Context: an optimization exercise on an open-source flow, tuned for small area, a short achievable clock period and few clock cycles. The choices shown serve that exercise and are no tape-out recipe. Function was checked by simulation only, so behaviour that the tests miss may differ from the original. Power is estimated from default activity; no workload was simulated.

$ cat flow/run.sh
#!/bin/bash
# synth_recipe.tcl (not shown) runs the flow's synth.tcl, then flattens the netlist and writes it again
# the make line also repeats each setting of config.mk as NAME=value (left out here)
make -C /OpenROAD-flow-scripts/flow DESIGN_CONFIG=/design/flow/config.mk WORK_HOME=/design/flow/orfs CLKGATE_MAP_FILE= SYNTH_SCRIPT=/design/flow/synth_recipe.tcl finish
$ cat flow/config.mk
export PLATFORM = sky130hd
export DESIGN_NAME = RISCV
export DESIGN_NICKNAME = RISCV
export VERILOG_FILES = /design/flow/design.v
export SDC_FILE = /design/flow/constraint.sdc
export NUM_CORES = 4
export LEC_CHECK = 0
export CAP_MARGIN = 20
export CORE_MARGIN = 2
export CORE_UTILIZATION = 45
export PLACE_DENSITY = 0.6
export SLEW_MARGIN = 20
$ cat flow/constraint.sdc
create_clock -name core_clock -period 11.0 [get_ports {clock}]
set_input_delay 2.2000 -clock core_clock [delete_from_list [all_inputs] [get_ports {clock}]]
set_output_delay 2.2000 -clock core_clock [all_outputs]
set_load 0.01 [all_outputs]
$ cat flow/design.v
module RISCV #(
	parameter
		ADDR_BITS = 30,
		RESET_PC  = 0
) (
	input wire                 clock,
	input wire                 reset,
	output wire[31:0]          next_pc,
	input wire[31:0]           inst_in,
	output wire                inst_strobe,
	input wire                 inst_ack,
	input wire                 inst_retry,
	output wire[ADDR_BITS-1:0] addr,
	input wire[31:0]           data_in,
	output wire[31:0]          data_out,
	output wire[3:0]           select,
	output wire                write,
	output wire                data_strobe,
	input wire                 data_ack,
	input wire                 data_retry
);
	localparam
		LUI    = 'b01101_11,
		AUIPC  = 'b00101_11,
		JALI   = 'b11011_11,
		JALR   = 'b11001_11,
		BRANCH = 'b11000_11,
		LOAD   = 'b00000_11,
		STORE  = 'b01000_11,
		ALUR   = 'b01100_11,
		ALUI   = 'b00100_11,
		ALU    = 'b0?100_11,
		SYSTEM = 'b11100_11;
	bit[31:0]
		registers[32],
		pc;
	bit warp;
	bit[31:0] warp_target;
	bit kickstart;
	assign inst_strobe = kickstart || inst_ack || inst_retry;
	wire follow_branch = (inst_in[6:0] == BRANCH) && inst_in[31];
	wire stall_fetch = stall_decode && fetched;
	wire stall_decode =
		   stall_execute && decoded
		|| conflict_execute && cannot_forward_execute;
	wire stall_execute =
		   await_memory && !data_ack
		|| dividing;
	assign next_pc =
		stall_fetch ?        pc                 :
		inst_retry ?         pc                 :
		kickstart ?          pc                 :
		warp ?             warp_target          :
		(inst_in[6:0] == JALI) ?     pc + 32'($signed({ inst_in[31], inst_in[19:12], inst_in[20], inst_in[30:21], 1'b0 }))   :
		follow_branch ?      pc + 32'($signed({ inst_in[31], inst_in[7], inst_in[30:25], inst_in[11:8], 1'b0 }))   :
		          pc + 4;
	always @(posedge clock) begin
		kickstart <= reset;
		if (reset)
			pc <= RESET_PC;
		else if (inst_ack)
			pc <= next_pc;
	end
	bit await_memory;
	wire[1:0] offset;
	assign { addr, offset } =
		store ?        uleft + 32'($signed({ decode_inst[31], decode_inst[30:25], decode_inst[11:7] }))   :
		    uleft + 32'($signed({ decode_inst[31], decode_inst[30:20] }));
	assign write = store;
	assign data_strobe =
		   data_retry
		|| (load || store) && decoded && !stall_decode && !warp;
	assign data_out =
		('b00 == decode_inst[13:12] && offset[1:0] == 0 ?   uright[7:0]           : 0) |
		('b00 == decode_inst[13:12] && offset[1:0] == 1 ?   uright[7:0]   << 8    : 0) |
		('b00 == decode_inst[13:12] && offset[1:0] == 2 ?   uright[7:0]   << 16   : 0) |
		('b00 == decode_inst[13:12] && offset[1:0] == 3 ?   uright[7:0]   << 24   : 0) |
		('b01 == decode_inst[13:12] &&  !offset[1] ?        uright[15:0]          : 0) |
		('b01 == decode_inst[13:12] &&   offset[1] ?        uright[15:0]  << 16   : 0) |
		('b10 == decode_inst[13:12] ?                       uright                : 0);
	assign select =
		('b00 == decode_inst[13:12] && offset[1:0] == 0 ?   'b0001   : 0) |
		('b00 == decode_inst[13:12] && offset[1:0] == 1 ?   'b0010   : 0) |
		('b00 == decode_inst[13:12] && offset[1:0] == 2 ?   'b0100   : 0) |
		('b00 == decode_inst[13:12] && offset[1:0] == 3 ?   'b1000   : 0) |
		('b01 == decode_inst[13:12] &&  !offset[1] ?        'b0011   : 0) |
		('b01 == decode_inst[13:12] &&   offset[1] ?        'b1100   : 0) |
		('b10 == decode_inst[13:12] ?                       'b1111   : 0);
	bit access_byte, access_half, access_word, access_signed;
	bit[1:0] last_offset;
	wire[7:0] data_byte =
		(last_offset == 0 ?   data_in[7:0]     : 0) |
		(last_offset == 1 ?   data_in[15:8]    : 0) |
		(last_offset == 2 ?   data_in[23:16]   : 0) |
		(last_offset == 3 ?   data_in[31:24]   : 0);
	wire[15:0] data_half =
		last_offset[1] ? data_in[31:16] : data_in[15:0];
	wire[31:0] data_in_fixed = 
		(access_byte ?   { {24{access_signed && data_byte[7]}},  data_byte }   : 0) |
		(access_half ?   { {16{access_signed && data_half[15]}}, data_half }   : 0) |
		(access_word ?   data_in     : 0);
	always @(posedge clock) begin
		if (decoded && !stall_decode) begin
			last_offset <= offset;
			access_byte <= 'b00 == decode_inst[13:12];
			access_half <= 'b01 == decode_inst[13:12];
			access_word <= 'b10 == decode_inst[13:12];
			access_signed <= !decode_inst[14];
		end
	end
	wire conflict_decode_1 =
		   executed
		&& write_back
		&& rd == fetch_inst[19:15];
	wire conflict_decode_2 =
		   executed
		&& write_back
		&& rd == fetch_inst[24:20]
		&& fetch_inst[5];
	wire conflict_execute_1 =
		   executed
		&& write_back
		&& rd == decode_inst[19:15];
	wire conflict_execute_2 =
		   executed
		&& write_back
		&& rd == decode_inst[24:20]
		&& decode_inst[5];
	wire conflict_execute = conflict_execute_1 || conflict_execute_2;
	wire cannot_forward_execute = await_memory || take_mul || take_mulh || take_div || take_rem;
	bit fetched;
	bit[31:0]
		fetch_inst,
		fetch_pc;
	bit fetch_branched;
	always @(posedge clock) begin
		if (reset || warp) begin
			fetched <= 0;
		end else if (stall_fetch) begin
		end else if (inst_ack) begin
			fetch_inst <= inst_in;
			fetch_pc <= pc;
			fetch_branched <= follow_branch;
			fetched <= 1;
		end else
			fetched <= 0;
	end
	bit decoded;
	bit[31:0]
		decode_inst,
		decode_pc;
	bit decode_branched;
	bit[31:0]
		value_1,
		value_2,
		decode_result;
	bit
		jalr,
		branch, bltge,
		load, store,
		add, sub, slt, bxor, bor, band, sl, sr,
		mul, mulh, mulhs, mulhsu, div, rem;
	bit will_write_back;
	bit
		signed_1,
		signed_2;
	wire[31:0]
		uleft  = conflict_execute_1 && !cannot_forward_execute ? execute_result : value_1,
		uright = conflict_execute_2 && !cannot_forward_execute ? execute_result : value_2;
	wire signed[32:0]
		sleft  = $signed({ signed_1 && uleft[31],  uleft  }),
		sright = $signed({ signed_2 && uright[31], uright });
	always @(posedge clock)
		if (reset || warp) begin
			decoded <= 0;
		end else if (stall_decode) begin
			if (conflict_execute_1)
				value_1 <= final_value;
			if (conflict_execute_2)
				value_2 <= final_value;
		end else if (fetched && !stall_fetch) begin
			decode_inst <= fetch_inst;
			decode_pc <= fetch_pc;
			decode_branched <= fetch_branched;
			value_1 <=
				conflict_decode_1 ?         final_value      :
				fetch_inst[19:15] == 0 ?    0                :
				                 registers[fetch_inst[19:15]];
			value_2 <=
				!fetch_inst[5] ?   32'($signed({ fetch_inst[31], fetch_inst[30:20] }))   :
				conflict_decode_2 ?         final_value      :
				fetch_inst[24:20] == 0 ?    0                :
				                 registers[fetch_inst[24:20]];
			decode_result <=
				  ((fetch_inst[6:0] == LUI) ?            0 + 32'({ fetch_inst[31], fetch_inst[30:12], 12'h000 })   : 0)
				| ((fetch_inst[6:0] == AUIPC) ?   fetch_pc + 32'({ fetch_inst[31], fetch_inst[30:12], 12'h000 })   : 0)
				| ((fetch_inst[6:0] == JALI) ?    fetch_pc + 4                : 0)
				| ((fetch_inst[6:0] == JALR) ?    fetch_pc + 4                : 0);
			jalr   <= (fetch_inst[6:0] == JALR);
			load   <= (fetch_inst[6:0] == LOAD);
			store  <= (fetch_inst[6:0] == STORE);
			branch <= (fetch_inst[6:0] == BRANCH);
			bltge  <= ((fetch_inst[6:0] == BRANCH) && fetch_inst[14]);
			add    <= ((fetch_inst[6:0] == ALUI)  && fetch_inst[14:12] == 'b000 || 
                     ((fetch_inst[6:0] == ALUR) && !fetch_inst[25]) && fetch_inst[14:12] == 'b000 && !fetch_inst[30]);
			sub    <= (((fetch_inst[6:0] == ALUR) && !fetch_inst[25]) && fetch_inst[14:12] == 'b000 &&  fetch_inst[30]);
			sl     <= (((fetch_inst[6:0] == ALUI) || ((fetch_inst[6:0] == ALUR) && !fetch_inst[25]))  && fetch_inst[14:12] == 'b001);
			slt    <= (((fetch_inst[6:0] == ALUI) || ((fetch_inst[6:0] == ALUR) && !fetch_inst[25]))  && fetch_inst[14:13]    == 'b01_);
			bxor   <= (((fetch_inst[6:0] == ALUI) || ((fetch_inst[6:0] == ALUR) && !fetch_inst[25]))  && fetch_inst[14:12] == 'b100);
			sr     <= (((fetch_inst[6:0] == ALUI) || ((fetch_inst[6:0] == ALUR) && !fetch_inst[25]))  && fetch_inst[14:12] == 'b101);
			bor    <= (((fetch_inst[6:0] == ALUI) || ((fetch_inst[6:0] == ALUR) && !fetch_inst[25]))  && fetch_inst[14:12] == 'b110);
			band   <= (((fetch_inst[6:0] == ALUI) || ((fetch_inst[6:0] == ALUR) && !fetch_inst[25]))  && fetch_inst[14:12] == 'b111);
			mul    <= (((fetch_inst[6:0] == ALUR) &&  fetch_inst[25]) && !fetch_inst[14] && fetch_inst[13:12] == 'b00);
			mulh   <= (((fetch_inst[6:0] == ALUR) &&  fetch_inst[25]) && !fetch_inst[14] && fetch_inst[13:12] != 'b00);
			mulhs  <= (((fetch_inst[6:0] == ALUR) &&  fetch_inst[25]) && !fetch_inst[14] && fetch_inst[13:12] == 'b01);
			mulhsu <= (((fetch_inst[6:0] == ALUR) &&  fetch_inst[25]) && !fetch_inst[14] && fetch_inst[13:12] == 'b10);
			div    <= (((fetch_inst[6:0] == ALUR) &&  fetch_inst[25]) && fetch_inst[14:13] == 'b10);
			rem    <= (((fetch_inst[6:0] == ALUR) &&  fetch_inst[25]) && fetch_inst[14:13] == 'b11);
			will_write_back <= ((!(fetch_inst[6:0] == BRANCH) && !(fetch_inst[6:0] == STORE)) && fetch_inst[11:7]);
			signed_1 <=
				   ((fetch_inst[6:0] == BRANCH) && fetch_inst[14]) && !fetch_inst[13]    
				|| (((fetch_inst[6:0] == ALUI) || ((fetch_inst[6:0] == ALUR) && !fetch_inst[25]))  && fetch_inst[14:13]    == 'b01_) && !fetch_inst[12]      
				|| (((fetch_inst[6:0] == ALUI) || ((fetch_inst[6:0] == ALUR) && !fetch_inst[25]))  && fetch_inst[14:12] == 'b101) && fetch_inst[30]        
				|| (((fetch_inst[6:0] == ALUR) &&  fetch_inst[25]) && !fetch_inst[14] && fetch_inst[13:12] == 'b01)                       
				|| (((fetch_inst[6:0] == ALUR) &&  fetch_inst[25]) && !fetch_inst[14] && fetch_inst[13:12] == 'b10)                      
				|| (((fetch_inst[6:0] == ALUR) &&  fetch_inst[25]) && fetch_inst[14:13] == 'b10) && !fetch_inst[12]      
				|| (((fetch_inst[6:0] == ALUR) &&  fetch_inst[25]) && fetch_inst[14:13] == 'b11) && !fetch_inst[12];     
			signed_2 <=
				   ((fetch_inst[6:0] == BRANCH) && fetch_inst[14]) && !fetch_inst[13]    
				|| (((fetch_inst[6:0] == ALUI) || ((fetch_inst[6:0] == ALUR) && !fetch_inst[25]))  && fetch_inst[14:13]    == 'b01_) && !fetch_inst[12]      
				|| (((fetch_inst[6:0] == ALUR) &&  fetch_inst[25]) && !fetch_inst[14] && fetch_inst[13:12] == 'b01)                       
				|| (((fetch_inst[6:0] == ALUR) &&  fetch_inst[25]) && fetch_inst[14:13] == 'b10) && !fetch_inst[12]      
				|| (((fetch_inst[6:0] == ALUR) &&  fetch_inst[25]) && fetch_inst[14:13] == 'b11) && !fetch_inst[12];     
			decoded <= 1;
		end else
			decoded <= 0;
	bit executed;
	bit[31:0]
		term_1,
		term_4;
	bit signed[32:0]
		term_2,
		term_3;
	bit[31:0]
		dividend,
		quotient,
		quotient_mask;
	bit[62:0] divisor;
	bit dividing;
	bit
		take_mul,
		take_mulh,
		take_div,
		take_rem;
	bit[31:0] execute_result;
	bit[4:0] rd;
	bit write_back;
	wire[63:0] product;
	assign
		product[63:16] = $signed({ term_4, term_1[31:16] }) + (term_2 + term_3),
		product[15:0]  =                   term_1[15:0];
	wire[31:0] final_value =
		  execute_result
		| (await_memory ?   data_in_fixed    : 0)
		| (take_mul ?       product[31:0]    : 0)
		| (take_mulh ?      product[63:32]   : 0)
		| (take_div ?       (div_sign ? -quotient : quotient)         : 0)
		| (take_rem ?       (rem_sign ? -dividend : dividend)         : 0);
	wire branch_result =
		bltge ?         sleft <  sright   :
		    uleft == uright;
	wire branch_mistaken = decode_inst[12] ^ branch_result != decode_branched;
	wire step_division_1 = divisor <= dividend;
	wire[31:0] next_dividend = step_division_1 ? dividend - divisor[31:0] : dividend;
	wire[31:0] next_quotient = step_division_1 ? quotient | quotient_mask : quotient;
	wire step_division_2 = (divisor >> 1) <= next_dividend;
	wire[31:0] final_dividend = step_division_2 ? next_dividend - divisor[32:1]       : next_dividend;
	wire[31:0] final_quotient = step_division_2 ? next_quotient | quotient_mask[31:1] : next_quotient;
	bit div_sign, rem_sign;
	wire signed[32:0] shift_right = sleft >>> uright[4:0];
	always @(posedge clock)
		if (reset) begin
			warp <= 0;
			executed <= 0;
			dividing <= 0;
			await_memory <= 0;
		end else if (warp) begin
			warp <= !inst_ack;
			executed <= 0;
		end else if (dividing) begin
			dividend <= final_dividend;
			quotient <= final_quotient;
			quotient_mask <= quotient_mask >> 2;
			divisor <= divisor >> 2;
			dividing <= |quotient_mask[31:2];
		end else if (stall_execute) begin
		end else if (decoded && !stall_decode) begin
		term_1 <= $signed({ 1'b0, uleft[15:0] }) * $signed({ 1'b0, uright[15:0] });
		term_2 <= $signed({ 1'b0, uleft[15:0] }) * $signed(        sright[32:16] );
		term_3 <= $signed(        sleft[32:16] ) * $signed({ 1'b0, uright[15:0] });
		term_4 <= $signed(        sleft[32:16] ) * $signed(        sright[32:16] );
			dividend <= sleft[32] ? -uleft : uleft;
			divisor <= (sright[32] ? -uright : uright) << 31;
			quotient <= 0;
			quotient_mask <= 1<<31;
			dividing <= div || rem;
			div_sign <= (sleft[32] ^ sright[32]) && uright != 0;
			rem_sign <= sleft[32];
			take_mul <= mul;
			take_mulh <= mulh;
			take_div <= div;
			take_rem <= rem;
			execute_result <=
				   decode_result
				| (add ?      uleft  +  uright        : 0)
				| (sub ?      sleft  -  sright        : 0)
				| (slt ?     (sleft  -  sright) < 0   : 0)
				| (bxor ?     uleft  ^  uright        : 0)
				| (bor ?      uleft  |  uright        : 0)
				| (band ?     uleft  &  uright        : 0)
				| (sl ?       uleft <<  uright[4:0]   : 0)
				| (sr ?       shift_right[31:0]       : 0);
			rd <= decode_inst[11:7];
			write_back <= will_write_back;
			warp_target <=
				jalr ?                  (uleft + 32'($signed({ decode_inst[31], decode_inst[30:20] }))) & ~32'b1   :
				decode_branched ?   decode_pc + 4                 :
				         decode_pc + 32'($signed({ decode_inst[31], decode_inst[7], decode_inst[30:25], decode_inst[11:8], 1'b0 }));
			warp <= jalr || branch && branch_mistaken;
			await_memory <= load || store;
			executed <= 1;
		end else begin
			await_memory <= 0;
			executed <= 0;
		end
	always @(posedge clock)
		if (executed && !stall_execute && !reset) begin
			if (write_back)
				registers[rd] <= final_value;
		end
endmodule
==> flow_summary.toml <==
[sta]
final_hold_viol_count = 0
timing.fmax_mhz = 96.2
grt_setup_unrepaired = "no"
setup_viol = 0
fin_crit_sh_pct = 94.5
slew_headroom_pct = 15.3
setup_tns_ns = 0
worstMarginPinSlew_ns = 1.23
period_needed_ns = 10.39
maxSlewViolCount = 0
skew_ns = 0.0751

[hold_path]
hp-class = "flip-flop to flip-flop"

[floorplanning]
die_area_um2 = 313000
dieWidth_um = 559
core_area_um2 = 306000
die_height_um = 559
start_util_pct = 45.3
core.rowCount = 203
num_io_pins = 171

[placed_design]
dpl.hpwl_um = 401000
io_buffers = 170
place_congestion = 1.04

[synth]
ys_ff_latch = 1668
ys.flop_type = "edfxtp_1"
synth_common_cells = "edfxtp_1, inv_1, nand2_1"
syn_avg_cell_area_um2 = 11.1
yosysSeqAreaShare_pct = 35.7
synth_compound_area_share_pct = 10.5
synthAdderAreaFrac_pct = 21.9
yosysMostFrequentCell = "edfxtp_1"
synth_top_family_by_area = "adder cells"
synthesis.nets = 14355
synthXorXnorAreaFrac_pct = 3.41
netlist_area_um2 = 139000
synthMuxAreaShare_pct = 13.0
yosys.area.top_type = "edfxtp_1"
synth_top_area_share_pct = 35.0
synth_cell_types = 109
yosys_warnings = 2
synthArstFlopShare_pct = 0
synth_edf_count = 1619
synth.area.top_cells = "edfxtp_1, fa_1, mux4_2"
synthSimpleGateAreaFrac_pct = 9.50
synthCells = 12471

[finish]
area_growth_pct = 9.78
layout-drive-gt1-share_pct = 11.9
multiInputGateArea_um2 = 81500
final.fill_count = 27286
nNetsFinal = 14356
register_area_um2 = 49600
final_core_util_pct = 49.7

[cts]
cts_tree = "built"
cts-hold-fix-buffers = 0
cts_max_level = 4
cts.sinks = 1668
clk_latency_ns = 0.91
clkSlewWorstSetupHoldPaths_ns = 0.06
postCtsResizedCells = 0
cts_buffer_depth = 4
post-cts-setup-buffers = 0
cts_made_buffers = 193
clockRootBuffer = "clkbuf_16"

[pwr]
p_switching_mw = 14.1
pwr-share-comb_pct = 54.0
p_per_area_nw_per_um2 = 215
p_sw_share_pct = 43.2
clockPowerShare_pct = 20.0
pwr-share-seq_pct = 26.0
intPower_mw = 18.6
p_leak_nw = 59.8
peakVddDrop_v = 0.000401

[route]
drtIter0Drc = 13460
drt-total-wl_um = 556000
wl_per_cell_um = 33.2
final_antenna_net_count = 0
num_vias = 106990
post-route-drc-count = 0
routed_via_density = 6.39
firstDrtPassIters = 7

[setup_path]
cp_num_buf_inv = 4
crit_top_cell = "a21o_1"
worstSetupStartpointType = "flip-flop"
crit_family = "compound AO/OA/AOI/OAI gates"
criticalPathCategory = "flip-flop to primary output"
end_kind = "primary output"
cp_slowest_stage_delay_ns = 0.93
cp_max_fo = 12
crit_chain = "xnor2_1 -> nand4_1 -> o31ai_1 -> and2_2 -> clkinv_1 -> buf_4 -> ha_1 -> fa_1 -> a21o_1 -> a21oi_1 -> o21bai_1 -> a21o_1 -> o22a_1 -> a21o_1 -> a21oi_1 -> o21ai_0 -> inv_1 -> o21ai_0 -> xor2_1 -> clkdlybuf4s50_1"
crit_slowest_cell = "clkinv_1"
worstPathArrival_ns = 8.19
cp.required_ns = 8.80

[global_route]
track_usage_pct = 34.9
grt_pass1_wl_um = 785000
overflow = 0
antenna_found_initial = 45
grt_pass1_vias = 106218
grt_max_degree = 145

[job]
drv_cap = 0

[outcome]
status = "complete, no violations"
[cell families (layout without fill, tap and decap cells)]
kind of cell    after synthesis  after routing
compound gates             2275           2275
buf+inv                    2182           2340
simple gates               3010           3010
flops                      1668           1668
mux                         981            981
other cells                   0             17
fa+ha+maj                  1814           1814
xor+xnor                    541            541
[per-layer routing]
metal | wire (µm) | vias up | track usage [%]
met2 | 243000 | 6510 | 52.7
met5 | 207 | - | 0
met1 | 212000 | 54562 | 45.7
met3 | 59200 | 1499 | 8.32
li1 | - | 44389 | -
met4 | 41300 | 30 | 21.0
[stage by stage]
stage                     power [mW]  worst slack, ns  hold slack, ns  std cells  cell area [µm²]
after floorplan                 19.9            0.484           0.400      12471           139000
after global placement          25.8             1.20           0.434      16376           146000
after detailed placement        26.0             1.18           0.434      16377           146000
after CTS                       32.6            0.850           0.450      16729           152000
after global routing            34.7            0.497           0.463      16731           152000
final                           32.7            0.605           0.466      16746           152000
[worst paths after layout]
check	from	endpoint	slack, ns	cells past startpoint
worst max register to register	rd[2]$_DFFE_PP_	term_2[32]$_DFFE_PP_	1.03	28
worst min register to register	pc[0]$_SDFFE_PP0P_	fetch_pc[0]$_DFFE_PP_	0.47	0
worst min-delay path	pc[0]$_SDFFE_PP0P_	fetch_pc[0]$_DFFE_PP_	0.47	0
worst max-delay path	rd[3]$_DFFE_PP_	addr[14]	0.61	20
[sequential cells by signal, indices dropped and copies added, names as in the netlist, 33 cells and up, named ones only]
signal	cells
registers	1024
term_2	33
divisor	63
term_3	33
[power by group through the flow]
stage / Clock (mW) / Sequential, mW / Combinational [mW]
5_1_grt: 6.84 / 8.51 / 19.3
3_5_place_dp: 0 / 8.63 / 17.4
2_1_floorplan: 0 / 8.37 / 11.5
4_1_cts: 6.62 / 8.50 / 17.5
3_3_place_gp: 0 / 8.63 / 17.1
6_report: 6.55 / 8.50 / 17.7
[placed cells by master (no fill, tap or decap), types with 139 or more instances in the layout]
master / Yosys / layout
clkdlybuf4s50_1: 0 / 169
xor2_1: 139 / 139
inv_1: 1466 / 1464
xnor2_1: 402 / 401
buf_4: 7 / 300
edfxtp_1: 1619 / 1619
nor2_1: 1038 / 1002
mux4_2: 640 / 640
nand2_1: 1176 / 1175
clkbuf_16: 0 / 195
mux2i_1: 242 / 231
ha_1: 797 / 797
a21o_1: 161 / 160
a21oi_1: 631 / 625
o21ai_0: 473 / 469
fa_1: 1017 / 1017
[cell type report]
class                      count  area share, %
multi-input combinational   8621           53.5
antenna                       17         0.0279
clock buffer                 238           3.33
sequential                  1668           32.6
tap                         4100           3.37
inverter                    1510           3.72
clock inverter               114          0.792
timing repair buffer         478           2.69
Testbench counts, summed over its fixed seeds: cycles 73,222.

[what the ideal ports hide]
In the flow no input, the clock included, has a driving cell. The finished layout below was timed again as built, in two steps. Step 1: set_driving_cell puts a clkbuf_16 on clock and a buf_2 on each other input, an assumption about the parent block. Step 2 moves the port delays by t, midway between the first and last clock arrival at a register: inputs arrive t later, outputs are due t later. That takes back most of the time a late clock gives input paths. a / b / c = no drivers / after step 1 / after step 2; a / b = the first two.
t, ns: 0.976
slack for setup (ns): 0.605 / 0.505 / 1.034
pins driven straight from the clock port: 1
After both steps setup and hold are still met in this run. The setup slack of this run moves by -0.100 ns with the drivers and by +0.429 ns with both steps.
